This is an optimization exercise on Yosys and OpenROAD, whose aim is small area, not a production implementation.
The RTL was checked by simulation tests, not by an equivalence proof against the original design.
Power figures rest on the tool's default switching activity, not on a simulated workload.

### config.mk
export PLATFORM = sky130hd
export DESIGN_NAME = color_find
export DESIGN_NICKNAME = color_find
export VERILOG_FILES = /design/flow/design.v
export SDC_FILE = /design/flow/constraint.sdc
export NUM_CORES = 4
export LEC_CHECK = 0
export ABC_AREA = 1
export CAP_MARGIN = 20
export CORE_MARGIN = 2
export CORE_UTILIZATION = 40
export SLEW_MARGIN = 20
export SYNTH_HIERARCHICAL = 1
export SYNTH_MINIMUM_KEEP_SIZE = 0
# no full-adder extraction: ABC maps all logic
export ADDER_MAP_FILE =
# small buffers on the ports (the standard flow picks clkdlybuf4s50_1)
export BUFFER_PORTS_ARGS = -buffer_cell sky130_fd_sc_hd__buf_1
# smaller clock tree, no dummy loads
export CTS_ARGS = -sink_clustering_enable -repair_clock_nets -dont_use_dummy_load -buf_list sky130_fd_sc_hd__clkbuf_16 -root_buf sky130_fd_sc_hd__clkbuf_16 -sink_clustering_size 50 -sink_clustering_max_diameter 500
### constraint.sdc
create_clock -name core_clock -period 160.0 [get_ports {clk}]
set_input_delay 32.0000 -clock core_clock [delete_from_list [all_inputs] [get_ports {clk}]]
set_output_delay 32.0000 -clock core_clock [all_outputs]
set_load 0.01 [all_outputs]
### design.v
`timescale 1ns / 1ps
module color_find #(
    parameter DISPLAY_W = 640,
    parameter DISPLAY_H = 480
) (
    input clk,
    input reset,
    input [9:0] x_pixel,
    input [9:0] y_pixel,
    input [3:0] R,
    input [3:0] G,
    input [3:0] B,
    output logic [1:0] USER
);
    localparam N = 22;
    wire is_red, is_blue;
    color_cls u_cls (
        .r3(R[3]), .r2(R[2]), .r1(R[1]), .r0(R[0]),
        .g3(G[3]), .g2(G[2]), .g1(G[1]), .g0(G[0]),
        .b3(B[3]), .b2(B[2]), .b1(B[1]), .b0(B[0]),
        .red(is_red), .blue(is_blue)
    );
    wire latch_pt = (x_pixel == DISPLAY_W) && (y_pixel == DISPLAY_H);
    wire clear_pt = (x_pixel == 0) && (y_pixel == 0);
    wire upper    = (y_pixel < (DISPLAY_H >> 1));
    reg zero;
    always_ff @(posedge clk, posedge reset) begin
        if (reset) zero <= 1'b1;
        else zero <= clear_pt | (zero & latch_pt);
    end
    wire en_b = is_blue & ~latch_pt;
    wire en_r = is_red & ~latch_pt;
    wire n_s0_b = ~(zero & en_b);
    wire n_s1_b = ~(zero & en_b & upper);
    wire n_s0_r = ~(zero & en_r);
    wire n_s1_r = ~(zero & en_r & upper);
    reg  [N-1:0] cnt_b, cnt_r;
    wire [N-1:0] nx_b, nx_r;
    cnt_next u_nb (.c(cnt_b), .en(en_b), .dn(upper), .n_keep(zero),
                   .n_s0(n_s0_b), .n_s1(n_s1_b), .d(nx_b));
    cnt_next u_nr (.c(cnt_r), .en(en_r), .dn(upper), .n_keep(zero),
                   .n_s0(n_s0_r), .n_s1(n_s1_r), .d(nx_r));
    always_ff @(posedge clk) begin
        cnt_b <= nx_b;
        cnt_r <= nx_r;
    end
    always_ff @(posedge clk) begin
        if (latch_pt & ~reset) USER <= {cnt_r[N-1] & ~zero, cnt_b[N-1] & ~zero};
    end
endmodule
module cnt_next (
    input  [21:0] c,
    input         en,
    input         dn,
    input         n_keep,
    input         n_s0,
    input         n_s1,
    output [21:0] d
);
    wire [21:0] t;   
    wire [21:0] nx;  
    assign t[0] = en;
    genvar i;
    generate
        for (i = 0; i < 22; i = i + 1) begin : g_bit
            if (i % 2 == 0) begin : g_even
                g_xnor2 u_x (.A(c[i]), .B(t[i]), .Y(nx[i]));
                if (i < 21) begin : g_ch
                    wire p;
                    g_xor2  u_p (.A(c[i]), .B(dn), .X(p));
                    g_nand2 u_t (.A(t[i]), .B(p), .Y(t[i+1]));
                end
            end else begin : g_odd
                g_xor2 u_x (.A(c[i]), .B(t[i]), .X(nx[i]));
                if (i < 21) begin : g_ch
                    wire np;
                    g_xnor2 u_p (.A(c[i]), .B(dn), .Y(np));
                    g_nor2  u_t (.A(t[i]), .B(np), .Y(t[i+1]));
                end
            end
            g_o21ai u_d (.A1(nx[i]), .A2(n_keep), .B1(i == 0 ? n_s0 : n_s1), .Y(d[i]));
        end
    endgenerate
endmodule
module color_cls (input r3, r2, r1, r0, g3, g2, g1, g0, b3, b2, b1, b0, output red, blue);
  wire new_n15, new_n16, new_n17, new_n18, new_n19, new_n20, new_n21, new_n22, new_n23, new_n24, new_n25, new_n26, new_n27, new_n28, new_n29, new_n30, new_n31, new_n32, new_n33, new_n34, new_n35, new_n36, new_n37, new_n38, new_n39, new_n40, new_n41, new_n42, new_n43, new_n44, new_n45, new_n46, new_n47, new_n48, new_n49, new_n50, new_n51, new_n52, new_n53, new_n54, new_n55, new_n56, new_n57, new_n58, new_n59, new_n60, new_n61, new_n62, new_n63, new_n64, new_n65, new_n66, new_n67, new_n68, new_n69, new_n70, new_n71, new_n72, new_n73, new_n74, new_n75, new_n76, new_n77, new_n78, new_n79, new_n80, new_n81, new_n82, new_n83, new_n84, new_n85, new_n86, new_n87, new_n88, new_n89, new_n90, new_n91, new_n92, new_n93, new_n94, new_n95, new_n96, new_n97, new_n98, new_n99, new_n100, new_n101, new_n102, new_n103, new_n104, new_n105, new_n106, new_n107, new_n108, new_n109, new_n110, new_n111, new_n112, new_n113, new_n114, new_n115, new_n116, new_n117, new_n118, new_n119, new_n120, new_n121, new_n122, new_n123, new_n124, new_n125, new_n126, new_n127, new_n128, new_n129, new_n130, new_n131, new_n132, new_n133, new_n134, new_n135, new_n136, new_n137, new_n138, new_n139, new_n140, new_n141, new_n143, new_n144, new_n145, new_n146, new_n147, new_n148, new_n149, new_n150;
  g_clkinv u_0 (.A(r2), .Y(new_n15));
  g_nor2 u_1 (.A(new_n15), .B(b2), .Y(new_n16));
  g_a21oi u_2 (.A1(new_n15), .A2(b2), .B1(new_n16), .Y(new_n17));
  g_clkinv u_3 (.A(g1), .Y(new_n18));
  g_clkinv u_4 (.A(g0), .Y(new_n19));
  g_nor2 u_5 (.A(r0), .B(new_n19), .Y(new_n20));
  g_clkinv u_6 (.A(r1), .Y(new_n21));
  g_a22oi u_7 (.A1(new_n21), .A2(g1), .B1(r1), .B2(new_n18), .Y(new_n22));
  g_nand2 u_8 (.A(new_n20), .B(new_n22), .Y(new_n23));
  g_o21ai u_9 (.A1(r1), .A2(new_n18), .B1(new_n23), .Y(new_n24));
  g_clkinv u_10 (.A(g2), .Y(new_n25));
  g_a22oi u_11 (.A1(new_n15), .A2(g2), .B1(r2), .B2(new_n25), .Y(new_n26));
  g_nand2 u_12 (.A(new_n24), .B(new_n26), .Y(new_n27));
  g_o21ai u_13 (.A1(new_n24), .A2(new_n26), .B1(new_n27), .Y(new_n28));
  g_o21ai u_14 (.A1(r2), .A2(new_n25), .B1(new_n27), .Y(new_n29));
  g_clkinv u_15 (.A(g3), .Y(new_n30));
  g_clkinv u_16 (.A(r3), .Y(new_n31));
  g_a22oi u_17 (.A1(r3), .A2(new_n30), .B1(new_n31), .B2(g3), .Y(new_n32));
  g_nand2 u_18 (.A(new_n29), .B(new_n32), .Y(new_n33));
  g_o21ai u_19 (.A1(new_n29), .A2(new_n32), .B1(new_n33), .Y(new_n34));
  g_clkinv u_20 (.A(b2), .Y(new_n35));
  g_o22ai u_21 (.A1(g2), .A2(new_n35), .B1(new_n25), .B2(b2), .Y(new_n36));
  g_clkinv u_22 (.A(new_n36), .Y(new_n37));
  g_clkinv u_23 (.A(b1), .Y(new_n38));
  g_clkinv u_24 (.A(b0), .Y(new_n39));
  g_nor2 u_25 (.A(g0), .B(new_n39), .Y(new_n40));
  g_a22oi u_26 (.A1(new_n18), .A2(b1), .B1(g1), .B2(new_n38), .Y(new_n41));
  g_nand2 u_27 (.A(new_n40), .B(new_n41), .Y(new_n42));
  g_o21ai u_28 (.A1(g1), .A2(new_n38), .B1(new_n42), .Y(new_n43));
  g_nand2 u_29 (.A(new_n37), .B(new_n43), .Y(new_n44));
  g_o21ai u_30 (.A1(new_n37), .A2(new_n43), .B1(new_n44), .Y(new_n45));
  g_a21oi u_31 (.A1(g0), .A2(new_n39), .B1(new_n40), .Y(new_n46));
  g_nand2 u_32 (.A(new_n41), .B(new_n46), .Y(new_n47));
  g_clkinv u_33 (.A(b3), .Y(new_n48));
  g_a22oi u_34 (.A1(new_n30), .A2(b3), .B1(g3), .B2(new_n48), .Y(new_n49));
  g_o21ai u_35 (.A1(g2), .A2(new_n35), .B1(new_n44), .Y(new_n50));
  g_nand2 u_36 (.A(new_n49), .B(new_n50), .Y(new_n51));
  g_o21ai u_37 (.A1(new_n49), .A2(new_n50), .B1(new_n51), .Y(new_n52));
  g_o21ai u_38 (.A1(new_n36), .A2(new_n47), .B1(new_n52), .Y(new_n53));
  g_clkinv u_39 (.A(new_n53), .Y(new_n54));
  g_nor2 u_40 (.A(new_n21), .B(b1), .Y(new_n55));
  g_clkinv u_41 (.A(r0), .Y(new_n56));
  g_nand2 u_42 (.A(new_n56), .B(b0), .Y(new_n57));
  g_nor2 u_43 (.A(r1), .B(new_n38), .Y(new_n58));
  g_clkinv u_44 (.A(new_n58), .Y(new_n59));
  g_o21ai u_45 (.A1(new_n55), .A2(new_n57), .B1(new_n59), .Y(new_n60));
  g_nand2 u_46 (.A(new_n17), .B(new_n60), .Y(new_n61));
  g_o21ai u_47 (.A1(new_n17), .A2(new_n60), .B1(new_n61), .Y(new_n62));
  g_clkinv u_48 (.A(new_n62), .Y(new_n63));
  g_nor2 u_49 (.A(new_n55), .B(new_n58), .Y(new_n64));
  g_o21ai u_50 (.A1(new_n56), .A2(b0), .B1(new_n57), .Y(new_n65));
  g_nor2 u_51 (.A(new_n64), .B(new_n65), .Y(new_n66));
  g_clkinv u_52 (.A(new_n46), .Y(new_n67));
  g_a21oi u_53 (.A1(r0), .A2(new_n19), .B1(new_n20), .Y(new_n68));
  g_clkinv u_54 (.A(new_n68), .Y(new_n69));
  g_o21ai u_55 (.A1(new_n20), .A2(new_n22), .B1(new_n23), .Y(new_n70));
  g_a21oi u_56 (.A1(new_n67), .A2(new_n69), .B1(new_n70), .Y(new_n71));
  g_nor2 u_57 (.A(new_n66), .B(new_n71), .Y(new_n72));
  g_a221oi u_58 (.A1(new_n54), .A2(new_n63), .B1(new_n53), .B2(new_n62), .C1(new_n72), .Y(new_n73));
  g_clkinv u_59 (.A(new_n28), .Y(new_n74));
  g_nor2 u_60 (.A(new_n45), .B(new_n73), .Y(new_n75));
  g_a221oi u_61 (.A1(new_n45), .A2(new_n73), .B1(new_n53), .B2(new_n74), .C1(new_n75), .Y(new_n76));
  g_a22oi u_62 (.A1(new_n31), .A2(b3), .B1(r3), .B2(new_n48), .Y(new_n77));
  g_nand2 u_63 (.A(new_n49), .B(new_n77), .Y(new_n78));
  g_o32a u_64 (.A1(new_n17), .A2(new_n28), .A3(new_n34), .B1(new_n76), .B2(new_n78), .X(new_n79));
  g_o21ai u_65 (.A1(new_n40), .A2(new_n41), .B1(new_n42), .Y(new_n80));
  g_a22oi u_66 (.A1(r0), .A2(new_n39), .B1(new_n17), .B2(new_n60), .Y(new_n81));
  g_o22a u_67 (.A1(new_n58), .A2(new_n17), .B1(new_n64), .B2(new_n81), .X(new_n82));
  g_o21ai u_68 (.A1(g3), .A2(new_n48), .B1(new_n51), .Y(new_n83));
  g_clkinv u_69 (.A(new_n83), .Y(new_n84));
  g_clkinv u_70 (.A(new_n45), .Y(new_n85));
  g_clkinv u_71 (.A(new_n80), .Y(new_n86));
  g_nor2 u_72 (.A(new_n85), .B(new_n86), .Y(new_n87));
  g_nand2 u_73 (.A(r2), .B(r1), .Y(new_n88));
  g_nand2 u_74 (.A(new_n35), .B(new_n38), .Y(new_n89));
  g_o2111ai u_75 (.A1(new_n59), .A2(new_n16), .B1(new_n31), .C1(new_n88), .D1(new_n89), .Y(new_n90));
  g_o221ai u_76 (.A1(new_n80), .A2(new_n82), .B1(new_n84), .B2(new_n87), .C1(new_n90), .Y(new_n91));
  g_nor4 u_77 (.A(g2), .B(b2), .C(r2), .D(b0), .Y(new_n92));
  g_o22ai u_78 (.A1(new_n45), .A2(new_n46), .B1(new_n85), .B2(new_n67), .Y(new_n93));
  g_nand2 u_79 (.A(new_n30), .B(new_n92), .Y(new_n94));
  g_o221a u_80 (.A1(new_n30), .A2(new_n92), .B1(new_n70), .B2(new_n93), .C1(new_n94), .X(new_n95));
  g_nor3 u_81 (.A(new_n79), .B(new_n91), .C(new_n95), .Y(new_n96));
  g_clkinv u_82 (.A(new_n65), .Y(new_n97));
  g_o21ai u_83 (.A1(r3), .A2(new_n30), .B1(new_n33), .Y(new_n98));
  g_nor2b u_84 (.A(new_n82), .B_N(new_n98), .Y(new_n99));
  g_clkinv u_85 (.A(new_n52), .Y(new_n100));
  g_nand4 u_86 (.A(new_n70), .B(new_n28), .C(new_n34), .D(new_n69), .Y(new_n101));
  g_nand2 u_87 (.A(new_n100), .B(new_n101), .Y(new_n102));
  g_nand3 u_88 (.A(new_n70), .B(new_n28), .C(new_n91), .Y(new_n103));
  g_nand2 u_89 (.A(new_n68), .B(new_n103), .Y(new_n104));
  g_nand2 u_90 (.A(new_n67), .B(new_n80), .Y(new_n105));
  g_a21oi u_91 (.A1(new_n45), .A2(new_n28), .B1(new_n70), .Y(new_n106));
  g_nor2 u_92 (.A(new_n34), .B(new_n106), .Y(new_n107));
  g_a21oi u_93 (.A1(new_n85), .A2(new_n74), .B1(new_n107), .Y(new_n108));
  g_nor2 u_94 (.A(new_n105), .B(new_n108), .Y(new_n109));
  g_o21ai u_95 (.A1(r2), .A2(new_n35), .B1(new_n61), .Y(new_n110));
  g_nand2 u_96 (.A(new_n77), .B(new_n110), .Y(new_n111));
  g_o21ai u_97 (.A1(new_n77), .A2(new_n110), .B1(new_n111), .Y(new_n112));
  g_clkinv u_98 (.A(new_n112), .Y(new_n113));
  g_clkinv u_99 (.A(new_n87), .Y(new_n114));
  g_o22ai u_100 (.A1(new_n85), .A2(new_n113), .B1(new_n63), .B2(new_n114), .Y(new_n115));
  g_o21ai u_101 (.A1(new_n84), .A2(new_n115), .B1(new_n113), .Y(new_n116));
  g_nor2 u_102 (.A(new_n109), .B(new_n116), .Y(new_n117));
  g_nor2 u_103 (.A(new_n104), .B(new_n117), .Y(new_n118));
  g_nor3 u_104 (.A(new_n100), .B(new_n74), .C(new_n118), .Y(new_n119));
  g_nor2b u_105 (.A(new_n63), .B_N(new_n70), .Y(new_n120));
  g_clkinv u_106 (.A(new_n66), .Y(new_n121));
  g_o21ai u_107 (.A1(new_n113), .A2(new_n120), .B1(new_n121), .Y(new_n122));
  g_nand3 u_108 (.A(new_n122), .B(new_n99), .C(new_n101), .Y(new_n123));
  g_o31ai u_109 (.A1(new_n34), .A2(new_n119), .A3(new_n76), .B1(new_n123), .Y(new_n124));
  g_a21oi u_110 (.A1(new_n76), .A2(new_n102), .B1(new_n124), .Y(new_n125));
  g_nor2 u_111 (.A(new_n62), .B(new_n105), .Y(new_n126));
  g_a21oi u_112 (.A1(new_n64), .A2(new_n97), .B1(new_n47), .Y(new_n127));
  g_a211oi u_113 (.A1(new_n62), .A2(new_n86), .B1(new_n112), .C1(new_n127), .Y(new_n128));
  g_or4 u_114 (.A(new_n45), .B(new_n126), .C(new_n128), .D(new_n52), .X(new_n129));
  g_clkinv u_115 (.A(new_n34), .Y(new_n130));
  g_a31oi u_116 (.A1(new_n70), .A2(new_n28), .A3(new_n67), .B1(new_n80), .Y(new_n131));
  g_o21ai u_117 (.A1(new_n105), .A2(new_n106), .B1(new_n115), .Y(new_n132));
  g_nor3 u_118 (.A(new_n130), .B(new_n131), .C(new_n132), .Y(new_n133));
  g_o21ai u_119 (.A1(new_n109), .A2(new_n133), .B1(new_n98), .Y(new_n134));
  g_nor2 u_120 (.A(new_n22), .B(new_n104), .Y(new_n135));
  g_nor2 u_121 (.A(new_n46), .B(new_n104), .Y(new_n136));
  g_nor3 u_122 (.A(new_n70), .B(new_n34), .C(new_n136), .Y(new_n137));
  g_o211ai u_123 (.A1(new_n135), .A2(new_n137), .B1(new_n83), .C1(new_n114), .Y(new_n138));
  g_o21ai u_124 (.A1(r3), .A2(new_n48), .B1(new_n111), .Y(new_n139));
  g_a31oi u_125 (.A1(new_n129), .A2(new_n134), .A3(new_n138), .B1(new_n139), .Y(new_n140));
  g_a41oi u_126 (.A1(new_n97), .A2(new_n83), .A3(new_n99), .A4(new_n125), .B1(new_n140), .Y(new_n141));
  g_nor2 u_127 (.A(new_n96), .B(new_n141), .Y(red));
  g_or4 u_128 (.A(new_n93), .B(new_n86), .C(new_n101), .D(new_n116), .X(new_n143));
  g_nor4 u_129 (.A(new_n47), .B(new_n139), .C(new_n53), .D(new_n128), .Y(new_n144));
  g_nand2 u_130 (.A(new_n98), .B(new_n144), .Y(new_n145));
  g_nor2 u_131 (.A(new_n121), .B(new_n62), .Y(new_n146));
  g_a221oi u_132 (.A1(new_n70), .A2(new_n52), .B1(new_n74), .B2(new_n146), .C1(new_n120), .Y(new_n147));
  g_o221a u_133 (.A1(new_n70), .A2(new_n54), .B1(new_n130), .B2(new_n147), .C1(new_n69), .X(new_n148));
  g_nor3 u_134 (.A(new_n139), .B(new_n148), .C(new_n118), .Y(new_n149));
  g_o21ai u_135 (.A1(new_n124), .A2(new_n149), .B1(new_n83), .Y(new_n150));
  g_a31oi u_136 (.A1(new_n143), .A2(new_n145), .A3(new_n150), .B1(new_n96), .Y(blue));
endmodule
module g_a211oi (input A1, input A2, input B1, input C1, output Y);
  assign Y = (~A1&~B1&~C1) | (~A2&~B1&~C1);
endmodule
module g_a21oi (input A1, input A2, input B1, output Y);
  assign Y = (~A1&~B1) | (~A2&~B1);
endmodule
module g_a221oi (input A1, input A2, input B1, input B2, input C1, output Y);
  assign Y = (~A1&~B1&~C1) | (~A1&~B2&~C1) | (~A2&~B1&~C1) | (~A2&~B2&~C1);
endmodule
module g_a22oi (input A1, input A2, input B1, input B2, output Y);
  assign Y = (~A1&~B1) | (~A1&~B2) | (~A2&~B1) | (~A2&~B2);
endmodule
module g_a31oi (input A1, input A2, input A3, input B1, output Y);
  assign Y = (~A1&~B1) | (~A2&~B1) | (~A3&~B1);
endmodule
module g_a41oi (input A1, input A2, input A3, input A4, input B1, output Y);
  assign Y = (~A1&~B1) | (~A2&~B1) | (~A3&~B1) | (~A4&~B1);
endmodule
module g_clkinv (input A, output Y);
  assign Y = (~A);
endmodule
module g_nand2 (input A, input B, output Y);
  assign Y = (~A) | (~B);
endmodule
module g_nand3 (input A, input B, input C, output Y);
  assign Y = (~A) | (~B) | (~C);
endmodule
module g_nand4 (input A, input B, input C, input D, output Y);
  assign Y = (~A) | (~B) | (~C) | (~D);
endmodule
module g_nor2 (input A, input B, output Y);
  assign Y = (~A&~B);
endmodule
module g_nor2b (input A, input B_N, output Y);
  assign Y = (~A&B_N);
endmodule
module g_nor3 (input A, input B, input C, output Y);
  assign Y = (~A&~B&~C);
endmodule
module g_nor4 (input A, input B, input C, input D, output Y);
  assign Y = (~A&~B&~C&~D);
endmodule
module g_o2111ai (input A1, input A2, input B1, input C1, input D1, output Y);
  assign Y = (~A1&~A2) | (~B1) | (~C1) | (~D1);
endmodule
module g_o211ai (input A1, input A2, input B1, input C1, output Y);
  assign Y = (~A1&~A2) | (~B1) | (~C1);
endmodule
module g_o21ai (input A1, input A2, input B1, output Y);
  assign Y = (~A1&~A2) | (~B1);
endmodule
module g_o221a (input A1, input A2, input B1, input B2, input C1, output X);
  assign X = (A1&B1&C1) | (A2&B1&C1) | (A1&B2&C1) | (A2&B2&C1);
endmodule
module g_o221ai (input A1, input A2, input B1, input B2, input C1, output Y);
  assign Y = (~B1&~B2) | (~A1&~A2) | (~C1);
endmodule
module g_o22a (input A1, input A2, input B1, input B2, output X);
  assign X = (A1&B1) | (A2&B1) | (A1&B2) | (A2&B2);
endmodule
module g_o22ai (input A1, input A2, input B1, input B2, output Y);
  assign Y = (~B1&~B2) | (~A1&~A2);
endmodule
module g_o31ai (input A1, input A2, input A3, input B1, output Y);
  assign Y = (~A1&~A2&~A3) | (~B1);
endmodule
module g_o32a (input A1, input A2, input A3, input B1, input B2, output X);
  assign X = (A1&B1) | (A1&B2) | (A2&B1) | (A3&B1) | (A2&B2) | (A3&B2);
endmodule
module g_or4 (input A, input B, input C, input D, output X);
  assign X = (A) | (B) | (C) | (D);
endmodule
module g_xnor2 (input A, input B, output Y);
  assign Y = (~A&~B) | (A&B);
endmodule
module g_xor2 (input A, input B, output X);
  assign X = (A&~B) | (~A&B);
endmodule
### flow/run.sh
#!/bin/bash
# Standard ORFS layout with two changes:
#  - synthesis maps with flow/abc_area.script (area-oriented ABC mapping, no
#    ABC buffering/upsizing); everything else in synthesis is the standard flow's own
#    standard synthesis (synth_recipe.tcl), so registers are unchanged;
#  - no full-adder extraction, buf_1 port buffers and a smaller clock
#    tree (flow/extra.mk).
set -euo pipefail
rm -rf scripts_mod
cp -r "$FLOW_HOME/scripts" scripts_mod
cp flow/abc_area.script scripts_mod/abc_area.script
cat flow/extra.mk >> config.mk
export SCRIPTS_DIR="$PWD/scripts_mod"
bash standard.sh > standard.log 2>&1
### flow/abc_area.script
strash
dch
amap
topo
### flow/extra.mk
# no full-adder extraction: ABC maps all logic
export ADDER_MAP_FILE =
# small buffers on the ports (the standard flow picks clkdlybuf4s50_1)
export BUFFER_PORTS_ARGS = -buffer_cell sky130_fd_sc_hd__buf_1
# smaller clock tree, no dummy loads
export CTS_ARGS = -sink_clustering_enable -repair_clock_nets -dont_use_dummy_load -buf_list sky130_fd_sc_hd__clkbuf_16 -root_buf sky130_fd_sc_hd__clkbuf_16 -sink_clustering_size 50 -sink_clustering_max_diameter 500
### standard.sh
#!/bin/bash
# synth_recipe.tcl (not shown) runs the flow's synth.tcl, then flattens the netlist and writes it again
# the make line also repeats each setting of config.mk as NAME=value (left out here)
make -C /OpenROAD-flow-scripts/flow DESIGN_CONFIG=/design/flow/config.mk WORK_HOME=/design/flow/orfs CLKGATE_MAP_FILE= SYNTH_SCRIPT=/design/flow/synth_recipe.tcl "${@:-finish}"
==> metrics.csv, run 1 <==
metric;value;unit
outcome;no timing/DRC/antenna violations;
clock_skew;0.0198;ns
drtIter0Drc;174;
min_from;cnt_b[21];
die_w;89.7;um
synth_nets;503;
fin_crit;38.47;ns
wire_per_inst;10.9;um
hp-class;reg -> reg;
post-route-period-util;0.240;
critPathLaunchType;input pin;
drc_errors;0;
synth-seq-area-share;0.329;
cap_violations;0;
critical_path.endpoint_type;flip-flop;
dp_hpwl;4840;um
cts_setup_buffers;0;
final_max_slew_viol_count;0;
dieHeight;89.7;um
cp_top_family;simple AND/OR/NAND/NOR gates;
cts_buffers;5;
crit_path_top_delay_cell;a221oi_1;
fmax;26.0;MHz
ys.flop_type;dfxtp_1;
drive_gt1_frac;0.0176;
insertion_delay;0.28;ns
post-synth-top-count-cell;o21ai_0;
cts.sinks;47;
clockBufferDepth;2;
detail-route-antenna-nets;0;
path_buf_inv;3;
place_congestion;0.963;
syn_avg_cell_area;6.26;um2
seq_power_share;0.469;
antenna_cells;0;
synth_common_cells;110 x o21ai_0, 89 x nor2_1, 84 x nand2_1;
synthToLayoutAreaGrowth;14.0;%
viasPerCell;5.12;
synth.distinct_cells;30;
htree_levels;2;
tritoncts;done;
grt_use_total;0.167;
die-area;0.00804;mm2
setup_tns;0;ns
cts_repair_resize_count;0;
ios;36;
synthArstFlopShare;0.0213;
rr_startpoint;cnt_r[0];
synthTopCellsByArea;dfxtp_1 30%, o21ai_0 19%, nor2_1 11%;
rsz0062_at_grt;false;
netlist_area;0.00294;mm2
finalSetupViolCount;0;
fin_hold_ws;0.563;ns
p_comb_frac;0.238;
rows;31;
p_leak;1.09;nW
routed_wl;6670;um
nets;547;
swShare;0.311;
pwr-share-clk;0.293;
root_buffer;clkbuf_16;
maxSlewHeadroom;0.449;
cpPeakStageDelay;0.45;ns
crit_start;B[1];
synth_top_cell_area_share;0.300;
grt_pass1_wl;10800;um
worst_slew_pin_slew;0.818;ns
hold_viol;0;
yosysTopAreaCell;dfxtp_1;
dr.pass1.iters;4;
initial_core_util;0.409;
path_class;in -> reg;
port_buffers;35;
grt_max_degree;87;
power_switching;0.0100;mW
path_max_fanout;5;
synth.ff_latch_count;47;
placeableCoreArea;0.00718;mm2
arrival;38.67;ns
vdd_drop_max;3.89;uV
synth_edf_count;2;
grt_pass1_vias;2491;
clk_transition_reported_paths;0.07;ns
vias;3123;
synthCells;469;
powerDensity;9.62;mW/mm2
postCtsHoldBufs;0;
ys_warn_count;7;
grt_overflow;0;
p_int;0.0222;mW
required;160.20;ns
grt_antenna_before_repair;0;
[stage by stage]
step | setup slack, ns | total power [mW] | utilization | cell area (um2) | instances
CTS | 121.57 | 0.0326 | 0.466 | 3350 | 610
finish | 121.53 | 0.0322 | 0.466 | 3350 | 610
global route | 120.47 | 0.0345 | 0.466 | 3350 | 610
detailed placement | 121.32 | 0.0230 | 0.449 | 3220 | 605
global placement | 121.33 | 0.0229 | 0.449 | 3220 | 605
floorplan | 121.47 | 0.0211 | - | 2940 | 469
[cells by family (layout without fill, tap and decap cells)]
group | Yosys count | after routing | share of synthesized area
AND/OR/NAND/NOR | 202 | 202 | 0.281
flip-flops | 47 | 47 | 0.329
buffers and inverters | 30 | 72 | 0.0383
AO/OA/AOI/OAI | 190 | 190 | 0.352
[path summary, 6_finish.rpt]
path | to | slack [ns] | cells past startpoint
worst min register to register | cnt_b[21] | 0.56 | 2
worst max register to register | cnt_r[21] | 156.13 | 26
min in group asynchronous | zero | 31.69 | 2
worst min-delay path | cnt_b[21] | 0.56 | 2
max in group asynchronous | zero | 128.29 | 2
worst max-delay path | cnt_r[21] | 121.53 | 42
[Yosys stat by module (local to each module, per instance), a selection]
module	flops+latches	cell area, um2
g_a211oi	0	7.51
g_a31oi	0	6.26
g_a41oi	0	8.76
g_nor2	0	3.75
g_nor2b	0	6.26
g_nor3	0	5.00
g_o2111ai	0	8.76
g_o21ai	0	5.00
g_o22ai	0	6.26
g_o32a	0	10.0
g_xor2	0	8.76
[power by group through the flow]
stage                     Sequential [mW]  Clock [mW]  Combinational, mW
after CTS                          0.0151     0.00986            0.00761
after detailed placement           0.0154           0            0.00760
after global routing               0.0155      0.0102            0.00890
after global placement             0.0153           0            0.00765
after floorplan                    0.0151           0            0.00596
final                              0.0151     0.00943            0.00766
[flip-flops by register name, summed over array words and instances (netlist names)]
signal  count
USER        2
cnt_b      22
cnt_r      22
zero        1
[cells in the final DEF, fill, tap and decap left out, types with 2 or more instances in the layout]
cell type / n
edfxtp_1: 2
nand2_1: 84
clkinv_1: 30
clkbuf_16: 5
o21ai_0: 110
nand4_1: 2
dfxtp_1: 44
a31oi_1: 3
nor2b_1: 4
o22ai_1: 3
or4_1: 6
a22oi_1: 7
buf_1: 35
nor2_1: 89
nand3_1: 6
o221a_1: 2
a21oi_1: 52
nor3_1: 5
a221oi_1: 3
nor4_1: 2
and2_0: 3
buf_4: 2
[layout make-up]
| class | count | area [um2] |
|---|---|---|
| inverter | 30 | 113 |
| clock buffer | 5 | 125 |
| timing repair buffer | 37 | 146 |
| fill | 763 | 3830 |
| sequential | 47 | 967 |
| tap | 99 | 124 |
| multi-input combinational | 392 | 1870 |
[worst min-delay path, stage by stage, from the launching register on]
cell,delay [ns]
dfxtp_1,0.32
a21oi_1,0.13
o21ai_0,0.07
[routing by layer]
metal | vias to the layer above | routed length (um) | global-route usage
met5 | - | 0 | 0
met1 | 1287 | 3320 | 0.218
met3 | 13 | 249 | 0.0274
li1 | 1753 | - | -
met2 | 70 | 2950 | 0.279
met4 | 0 | 150 | 0.0611
==> run 2, diff against run 1 <==
==> flow/extra.mk (replaced) <==
# no full-adder extraction: ABC maps all logic
export ADDER_MAP_FILE =
# small buffers on the ports (the standard flow picks clkdlybuf4s50_1)
export BUFFER_PORTS_ARGS = -buffer_cell sky130_fd_sc_hd__buf_1
# smaller clock tree, no dummy loads
export CTS_ARGS = -repair_clock_nets -dont_use_dummy_load -buf_list sky130_fd_sc_hd__clkbuf_8 -root_buf sky130_fd_sc_hd__clkbuf_8
--- a/config.mk
+++ b/config.mk
@@ -17,4 +17,4 @@
 # small buffers on the ports (the standard flow picks clkdlybuf4s50_1)
 export BUFFER_PORTS_ARGS = -buffer_cell sky130_fd_sc_hd__buf_1
 # smaller clock tree, no dummy loads
-export CTS_ARGS = -sink_clustering_enable -repair_clock_nets -dont_use_dummy_load -buf_list sky130_fd_sc_hd__clkbuf_16 -root_buf sky130_fd_sc_hd__clkbuf_16 -sink_clustering_size 50 -sink_clustering_max_diameter 500
+export CTS_ARGS = -repair_clock_nets -dont_use_dummy_load -buf_list sky130_fd_sc_hd__clkbuf_8 -root_buf sky130_fd_sc_hd__clkbuf_8
==> metrics.csv, run 2 <==
metric;value;unit
outcome;no timing/DRC/antenna violations;
required;160.21;ns
clock_skew;0.0251;ns
root_buffer;clkbuf_8;
synthSimpleGateAreaFrac;0.281;
synth-seq-area-share;0.329;
cts_repair_resize_count;0;
vias;3145;
grt_pass1_wl;10800;um
rows;31;
seq_area;967;um2
synth.distinct_cells;30;
critical_path.endpoint_type;flip-flop;
htree_levels;2;
fin_total_pwr;0.0292;mW
synth_edf_count;2;
worst_slew_pin_slew;0.798;ns
synth.ff_latch_count;47;
place_congestion;0.963;
antenna_cells;0;
netlist_area;0.00294;mm2
viasPerCell;5.16;
cts_setup_buffers;0;
tritoncts;done;
post-route-period-util;0.240;
largestRegisters;cnt_b (22), cnt_r (22), USER (2);
port_buffers;35;
die_w;89.7;um
dp.cells;605;
multi_input_area;0.00187;mm2
dpl_cell_area;0.00322;mm2
synthXorXnorAreaFrac;0;
routed_wl;6670;um
post-synth-top-count-cell;o21ai_0;
initial_core_util;0.409;
ys_warn_count;7;
synth_top_cell_area_share;0.300;
cpPeakStageDelay;0.44;ns
ys.flop_type;dfxtp_1;
cp_top_family;simple AND/OR/NAND/NOR gates;
synth-compound-area-share;0.352;
ios;36;
fin_area;0.00329;mm2
finalSetupViolCount;0;
p_leak;1.07;nW
fin_ws;121.57;ns
layout_common_cells;110 x o21ai_0, 89 x nor2_1, 84 x nand2_1;
grt_max_degree;87;
synthTopCellsByArea;dfxtp_1 30%, o21ai_0 19%, nor2_1 11%;
drc_errors;0;
wire_per_inst;10.9;um
hp-class;reg -> reg;
cts_buffers;5;
grt_antenna_before_repair;0;
critPathLaunchType;input pin;
grt_overflow;0;
cap_violations;0;
synth_top_family_by_area;compound AO/OA/AOI/OAI gates;
yosysTopAreaCell;dfxtp_1;
dp_worst_setup_slack;121.32;ns
synthArstFlopShare;0.0213;
clockBufferDepth;2;
fin_crit;38.43;ns
setup_tns;0;ns
hold_viol;0;
rrSetupSlack;156.15;ns
n_fill_cell;768;
rsz0062_at_grt;false;
syn_avg_cell_area;6.26;um2
dr.pass1.iters;4;
drtIter0Drc;182;
synth_nets;503;
detail-route-antenna-nets;0;
cts.sinks;47;
drive_gt1_frac;0.0176;
insertion_delay;0.29;ns
path_buf_inv;3;
synthCells;469;
nets;547;
arrival;38.64;ns
postCtsHoldBufs;0;
clk_transition_reported_paths;0.09;ns
synth_common_cells;110 x o21ai_0, 89 x nor2_1, 84 x nand2_1;
dieHeight;89.7;um
crit_path_top_delay_cell;a221oi_1;
dp_hpwl;4840;um
fmax;26.0;MHz
grt_pass1_vias;2496;
die-area;0.00804;mm2
mostFrequentLayoutCell;o21ai_0;
path_class;in -> reg;
placeableCoreArea;0.00718;mm2
powerDensity;8.86;mW/mm2
vdd_drop_max;3.87;uV
grt_use_total;0.166;
final_max_slew_viol_count;0;
maxSlewHeadroom;0.463;
synthAdderAreaFrac;0;
path_max_fanout;5;
synthMuxAreaShare;0;
synthToLayoutAreaGrowth;12.1;%
fin_cells;610;
run 2: cell counts after synthesis:
No cell type changed its count.
run 2: path summary, 6_finish.rpt:
kind,start,end,cells after the start
max in group asynchronous,reset,zero,2
hold / removal,cnt_b[21],cnt_b[21],2
hold reg to reg,cnt_b[21],cnt_b[21],2
setup / recovery,B[1],cnt_r[21],42
min in group asynchronous,reset,zero,2
setup reg to reg,cnt_r[0],cnt_r[21],26
run 2: power by group:
group          internal [mW]  switching, mW
Sequential            0.0136        0.00149
Clock                0.00283        0.00357
Combinational        0.00306        0.00461
Total                 0.0195        0.00967
run 2: kinds of logic after synthesis:
kind of cell / count (synthesis)
AO/OA/AOI/OAI: 190
buffers and inverters: 30
AND/OR/NAND/NOR: 202
flip-flops: 47
run 2: through the flow:
stage / hold slack, ns / util
floorplan: 0.526 / -
global placement: 0.544 / 0.449
detailed placement: 0.557 / 0.449
CTS: 0.570 / 0.459
global route: 0.602 / 0.459
finish: 0.567 / 0.459
run 2: area by class of cell:
type | instances | area share
multi-input cells | 392 | 0.569
flip-flops and latches | 47 | 0.294
repair buffers | 37 | 0.0445
well taps | 99 | 0.0376
inverters | 30 | 0.0342
clock buffers | 5 | 0.0209
run 2: per-module statistics from Yosys, one instance, submodules excluded, a selection:
module      cell area [um2]  copies in the design  flip-flops and latches  cells inside
color_find             1110                     1                      47            74
g_a211oi               7.51                     1                       0             1
g_a21oi                5.00                     8                       0             1
g_a22oi                7.51                     7                       0             1
g_a31oi                6.26                     3                       0             1
g_clkinv               3.75                    28                       0             1
g_nand3                5.00                     2                       0             1
g_nor4                 6.26                     2                       0             1
g_o21ai                5.00                    68                       0             1
g_or4                  7.51                     2                       0             1
run 2: worst register-to-register path, stage by stage (launching register included):
cell and delay [ns]:
dfxtp_1 0.37, nor2_1 0.05, a21oi_1 0.14, nand2_1 0.09, nor2_1 0.16, nand2_1 0.11, nor2_1 0.16, nand2_1 0.11
nor2_1 0.17, nand2_1 0.12, nor2_1 0.16, nand2_1 0.11, nor2_1 0.17, nand2_1 0.11, nor2_1 0.17, nand2_1 0.12
nor2_1 0.19, nand2_1 0.12, nor2_1 0.16, nand2_1 0.11, nor2_1 0.17, nand2_1 0.13, nor2_1 0.19, nand2_1 0.11
nor2_1 0.11, a21oi_1 0.04, o21ai_0 0.13
run 2: metal layers:
metal | vias to the layer above | part of all wire | global-route usage
met2 | 75 | 0.45 | 0.282
met4 | 0 | 0.020 | 0.0529
li1 | 1750 | - | -
met3 | 11 | 0.039 | 0.0247
met1 | 1309 | 0.49 | 0.215
met5 | - | 0 | 0
==> run 3, diff against run 2 <==
==> flow/extra.mk (replaced) <==
# no full-adder extraction: ABC maps all logic
export ADDER_MAP_FILE =
# small buffers on the ports (the standard flow picks clkdlybuf4s50_1)
export BUFFER_PORTS_ARGS = -buffer_cell sky130_fd_sc_hd__buf_1
# smaller clock tree, no dummy loads
export CTS_ARGS = -sink_clustering_enable -repair_clock_nets -dont_use_dummy_load -buf_list sky130_fd_sc_hd__clkbuf_8 -root_buf sky130_fd_sc_hd__clkbuf_8
==> config.mk (replaced) <==
export PLATFORM = sky130hd
export DESIGN_NAME = color_find
export DESIGN_NICKNAME = color_find
export VERILOG_FILES = /design/flow/design.v
export SDC_FILE = /design/flow/constraint.sdc
export NUM_CORES = 4
export LEC_CHECK = 0
export ABC_AREA = 1
export CAP_MARGIN = 0
export CORE_MARGIN = 2
export CORE_UTILIZATION = 40
export SLEW_MARGIN = 0
export SYNTH_HIERARCHICAL = 1
export SYNTH_MINIMUM_KEEP_SIZE = 0
# no full-adder extraction: ABC maps all logic
export ADDER_MAP_FILE =
# small buffers on the ports (the standard flow picks clkdlybuf4s50_1)
export BUFFER_PORTS_ARGS = -buffer_cell sky130_fd_sc_hd__buf_1
# smaller clock tree, no dummy loads
export CTS_ARGS = -sink_clustering_enable -repair_clock_nets -dont_use_dummy_load -buf_list sky130_fd_sc_hd__clkbuf_8 -root_buf sky130_fd_sc_hd__clkbuf_8
==> metrics.csv, run 3 <==
metric;value;unit
finalSetupViolCount;0;
cap_violations;0;
die-area;0.00804;mm2
detail-route-antenna-nets;0;
postCtsHoldBufs;0;
worst_slew_pin_slew;0.798;ns
drc_errors;0;
dieHeight;89.7;um
dp_hpwl;4840;um
fmax;26.0;MHz
grt_antenna_before_repair;0;
path_class;in -> reg;
synthXorXnorAreaFrac;0;
powerDensity;8.86;mW/mm2
grt_use_total;0.166;
place_congestion;0.963;
synth_top_cell_area_share;0.300;
layout_common_cells;110 x o21ai_0, 89 x nor2_1, 84 x nand2_1;
setup_tns;0;ns
outcome;no timing/DRC/antenna violations;
post-route-period-util;0.240;
grt_pass1_vias;2496;
wire_per_inst;10.9;um
root_buffer;clkbuf_8;
clockBufferDepth;2;
synthCells;469;
dr.pass1.iters;4;
cts.sinks;47;
grt_pass1_wl;10800;um
drtIter0Drc;182;
vdd_drop_max;3.87;uV
fin_area;0.00329;mm2
p_leak;1.07;nW
path_max_fanout;5;
synth.ff_latch_count;47;
synthSimpleGateAreaFrac;0.281;
required;160.21;ns
rsz0062_at_grt;false;
synthToLayoutAreaGrowth;12.1;%
cts_buffers;5;
crit_path_top_delay_cell;a221oi_1;
synth.distinct_cells;30;
final_max_slew_viol_count;0;
drive_gt1_frac;0.0176;
placeableCoreArea;0.00718;mm2
synth-compound-area-share;0.352;
rrSetupSlack;156.15;ns
ys.flop_type;dfxtp_1;
netlist_area;0.00294;mm2
vias;3145;
insertion_delay;0.29;ns
die_w;89.7;um
largestRegisters;cnt_b (22), cnt_r (22), USER (2);
grt_max_degree;87;
viasPerCell;5.16;
grt_overflow;0;
tritoncts;done;
critical_path.endpoint_type;flip-flop;
yosysTopAreaCell;dfxtp_1;
cpPeakStageDelay;0.44;ns
fin_crit;38.43;ns
synthAdderAreaFrac;0;
synthArstFlopShare;0.0213;
dpl_cell_area;0.00322;mm2
ios;36;
maxSlewHeadroom;0.463;
ys_warn_count;7;
arrival;38.64;ns
synth_top_family_by_area;compound AO/OA/AOI/OAI gates;
synth_common_cells;110 x o21ai_0, 89 x nor2_1, 84 x nand2_1;
synth_edf_count;2;
syn_avg_cell_area;6.26;um2
initial_core_util;0.409;
rows;31;
cts_repair_resize_count;0;
synthTopCellsByArea;dfxtp_1 30%, o21ai_0 19%, nor2_1 11%;
antenna_cells;0;
clock_skew;0.0251;ns
n_fill_cell;768;
htree_levels;2;
synthMuxAreaShare;0;
cts_setup_buffers;0;
synth-seq-area-share;0.329;
synth_nets;503;
hp-class;reg -> reg;
fin_hold_ws;0.567;ns
post-synth-top-count-cell;o21ai_0;
critPathLaunchType;input pin;
mostFrequentLayoutCell;o21ai_0;
clk_transition_reported_paths;0.09;ns
port_buffers;35;
routed_wl;6670;um
hold_viol;0;
nets;547;
==> run 3: kinds of logic after synthesis <==
family / after synthesis
AO/OA/AOI/OAI: 190
buffers and inverters: 30
flip-flops: 47
AND/OR/NAND/NOR: 202
==> run 3: per-module statistics from Yosys, one instance, submodules excluded, a selection <==
module,cells,area [um2],copies in the design
color_find,74,1110,1
g_o221a,1,11.3,2
g_o211ai,1,7.51,1
g_or4,1,7.51,2
g_nor3,1,5.00,5
g_nor2,1,3.75,39
g_clkinv,1,3.75,28
==> run 3: area by class of cell <==
| type | instances | area, um2 | area share |
|---|---|---|---|
| Multi-Input combinational cell | 392 | 1870 | 0.569 |
| Tap cell | 99 | 124 | 0.0376 |
| Timing Repair Buffer | 37 | 146 | 0.0445 |
| Clock buffer | 5 | 68.8 | 0.0209 |
| Inverter | 30 | 113 | 0.0342 |
| Sequential cell | 47 | 967 | 0.294 |
==> run 3: where the power goes <==
| group | internal, mW | switching [mW] | leakage [nW] |
|---|---|---|---|
| Sequential | 0.0136 | 0.00149 | 0.392 |
| Combinational | 0.00306 | 0.00461 | 0.638 |
| Clock | 0.00283 | 0.00357 | 0.0359 |
| Total | 0.0195 | 0.00967 | 1.07 |
==> run 3: through the flow <==
step | worst slack (ns) | std cells | power (mW) | util
after floorplan | 121.47 | 469 | 0.0211 | -
after global placement | 121.33 | 605 | 0.0229 | 0.449
after detailed placement | 121.32 | 605 | 0.0230 | 0.449
after CTS | 121.59 | 610 | 0.0294 | 0.459
after global routing | 120.48 | 610 | 0.0314 | 0.459
final | 121.57 | 610 | 0.0292 | 0.459
==> run 3: final timing paths <==
path | start | endpoint | cells after the start
setup reg to reg | cnt_r[0] | cnt_r[21] | 26
setup / recovery | B[1] | cnt_r[21] | 42
min in group asynchronous | reset | zero | 2
hold / removal | cnt_b[21] | cnt_b[21] | 2
hold reg to reg | cnt_b[21] | cnt_b[21] | 2
max in group asynchronous | reset | zero | 2
==> run 3: metal layers <==
layer / track usage / up-vias / share of wire
li1: - / 1750 / -
met1: 0.215 / 1309 / 0.49
met2: 0.282 / 75 / 0.45
met3: 0.0247 / 11 / 0.039
met4: 0.0529 / 0 / 0.020
met5: 0 / - / 0
==> run 3: worst max-delay path: cells and delay by family <==
family	cells	cell delay, ns
buffers and inverters	3	0.43
AND/OR/NAND/NOR	27	3.73
AO/OA/AOI/OAI	12	2.47
==> run 4, diff against run 3 <==
--- a/config.mk
+++ b/config.mk
@@ -6,10 +6,10 @@
 export NUM_CORES = 4
 export LEC_CHECK = 0
 export ABC_AREA = 1
-export CAP_MARGIN = 0
+export CAP_MARGIN = 20
 export CORE_MARGIN = 2
 export CORE_UTILIZATION = 40
-export SLEW_MARGIN = 0
+export SLEW_MARGIN = 20
 export SYNTH_HIERARCHICAL = 1
 export SYNTH_MINIMUM_KEEP_SIZE = 0
 # no full-adder extraction: ABC maps all logic
==> metrics.csv, run 4 <==
metric;value;unit
placeableCoreArea;0.00718;mm2
grt_max_degree;87;
path_max_fanout;5;
worst_slew_pin_slew;0.798;ns
grt_antenna_before_repair;0;
cts.sinks;47;
layout_common_cells;110 x o21ai_0, 89 x nor2_1, 84 x nand2_1;
final_max_slew_viol_count;0;
synth_top_cell_area_share;0.300;
required;160.21;ns
largestRegisters;cnt_b (22), cnt_r (22), USER (2);
hp-class;reg -> reg;
syn_avg_cell_area;6.26;um2
grt_use_total;0.166;
vias;3145;
critical_path.endpoint_type;flip-flop;
final_util;0.459;
ys.flop_type;dfxtp_1;
path_class;in -> reg;
synthArstFlopShare;0.0213;
drive_gt1_frac;0.0176;
tritoncts;done;
rows;31;
hold_viol;0;
dieHeight;89.7;um
fin_crit;38.43;ns
synth-seq-area-share;0.329;
cap_violations;0;
maxSlewHeadroom;0.463;
synth_edf_count;2;
cts_repair_resize_count;0;
powerDensity;8.86;mW/mm2
p_int;0.0195;mW
htree_levels;2;
synthToLayoutAreaGrowth;12.1;%
mostFrequentLayoutCell;o21ai_0;
detail-route-antenna-nets;0;
clock_skew;0.0251;ns
ys_warn_count;7;
grt_overflow;0;
cts_setup_buffers;0;
rsz0062_at_grt;false;
viasPerCell;5.16;
die_w;89.7;um
outcome;no timing/DRC/antenna violations;
pwr-share-clk;0.219;
yosysTopAreaCell;dfxtp_1;
vdd_drop_max;3.87;uV
post-route-period-util;0.240;
dp_hpwl;4840;um
netlist_area;0.00294;mm2
finalSetupViolCount;0;
synth_common_cells;110 x o21ai_0, 89 x nor2_1, 84 x nand2_1;
synth_nets;503;
cts_buffers;5;
place_congestion;0.963;
post-synth-top-count-cell;o21ai_0;
drc_errors;0;
grt_pass1_vias;2496;
grt_pass1_wl;10800;um
dr.pass1.iters;4;
synth.distinct_cells;30;
clockBufferDepth;2;
p_comb_frac;0.263;
clk_transition_reported_paths;0.09;ns
root_buffer;clkbuf_8;
antenna_cells;0;
power_switching;0.00967;mW
postCtsHoldBufs;0;
rrSetupSlack;156.15;ns
fmax;26.0;MHz
setup_tns;0;ns
p_leak;1.07;nW
die-area;0.00804;mm2
initial_core_util;0.409;
synthCells;469;
port_buffers;35;
synth.ff_latch_count;47;
seq_power_share;0.518;
rr_startpoint;cnt_r[0];
arrival;38.64;ns
insertion_delay;0.29;ns
crit_start;B[1];
routed_wl;6670;um
cpPeakStageDelay;0.44;ns
critPathLaunchType;input pin;
nets;547;
ios;36;
drtIter0Drc;182;
min_from;cnt_b[21];
swShare;0.332;
wire_per_inst;10.9;um
synthTopCellsByArea;dfxtp_1 30%, o21ai_0 19%, nor2_1 11%;
crit_path_top_delay_cell;a221oi_1;
-- run 4: final cells by class --
type                    instances  area [um2]
fillers                       768        3880
multi-input cells             392        1870
flip-flops and latches         47         967
repair buffers                 37         146
well taps                      99         124
inverters                      30         113
clock buffers                   5        68.8
-- run 4: metal layers --
| metal | wire [um] | GRT usage | up-vias |
|---|---|---|---|
| met1 | 3300 | 0.215 | 1309 |
| met2 | 2980 | 0.282 | 75 |
| met5 | 0 | 0 | - |
| met4 | 134 | 0.0529 | 0 |
| met3 | 257 | 0.0247 | 11 |
| li1 | - | - | 1750 |
-- run 4: path summary, 6_finish.rpt --
path / end / depth (start not counted)
worst max register to register: cnt_r[21] / 26
worst max-delay path: cnt_r[21] / 42
worst min register to register: cnt_b[21] / 2
worst min-delay path: cnt_b[21] / 2
max in group asynchronous: zero / 2
min in group asynchronous: zero / 2
-- run 4: power groups by stage --
stage	Combinational [mW]	Clock, mW	Sequential [mW]
2_1_floorplan	0.00596	0	0.0151
3_3_place_gp	0.00765	0	0.0153
3_5_place_dp	0.00760	0	0.0154
4_1_cts	0.00761	0.00673	0.0151
5_1_grt	0.00889	0.00704	0.0155
6_report	0.00767	0.00639	0.0151
-- run 4: cells by family (layout without fill, tap and decap cells) --
logic type,after synthesis,count (layout),synth area share
AOI/OAI and AO/OA,190,190,0.352
DFF,47,47,0.329
and+or+nand+nor,202,202,0.281
buffers and inverters,30,72,0.0383
-- run 4: metrics by stage --
stage	hold WS [ns]	instance area [um2]	total power, mW	setup slack, ns	std cells
CTS	0.570	3290	0.0294	121.59	610
global route	0.602	3290	0.0314	120.48	610
floorplan	0.526	2940	0.0211	121.47	469
global placement	0.544	3220	0.0229	121.33	605
detailed placement	0.557	3220	0.0230	121.32	605
finish	0.567	3290	0.0292	121.57	610
-- run 4: critical path: cells and delay by family --
family	cells	cell delay, ns
buffers and inverters	3	0.43
AO/OA/AOI/OAI	12	2.47
AND/OR/NAND/NOR	27	3.73
-- run 4: modules after synthesis (local to each module, per instance), excerpt --
module / copies in the design / area, um2 / cells
g_o22ai: 3 / 6.26 / 1
g_a31oi: 3 / 6.26 / 1
g_clkinv: 28 / 3.75 / 1
g_or4: 2 / 7.51 / 1
g_xnor2: 42 / 8.76 / 2
g_o31ai: 1 / 7.51 / 1
g_o221a: 2 / 11.3 / 1
g_xor2: 44 / 8.76 / 2
g_a22oi: 7 / 7.51 / 1
g_a221oi: 3 / 8.76 / 1

-- re-timing with driven ports --
Ports are ideal in the flow. The routed layouts listed here were re-timed in OpenROAD. Step 1 sets driving cells, clkbuf_16 on the clock port and buf_2 on the other inputs (assumed; they add their load-dependent delay and slew). Step 2 times the ports against the registers' clock, not the clock port: input delays grow and output delays shrink by t, the midpoint of the rising clock arrivals with the driver on. a / b / c = ideal ports / drivers / drivers and shift; a / b = the first two.
run	shift t [ns]	slack for setup (ns)	hold slack, ns
run 1	0.307	121.526 / 121.538 / 121.231	0.563 / 0.563 / 0.563
run 2	0.307	121.573 / 121.580 / 121.273	0.567 / 0.567 / 0.567
run 3	0.307	121.573 / 121.580 / 121.273	0.567 / 0.567 / 0.567
run 4	0.307	121.573 / 121.580 / 121.273	0.567 / 0.567 / 0.567
After both steps every run listed still meets setup and hold.
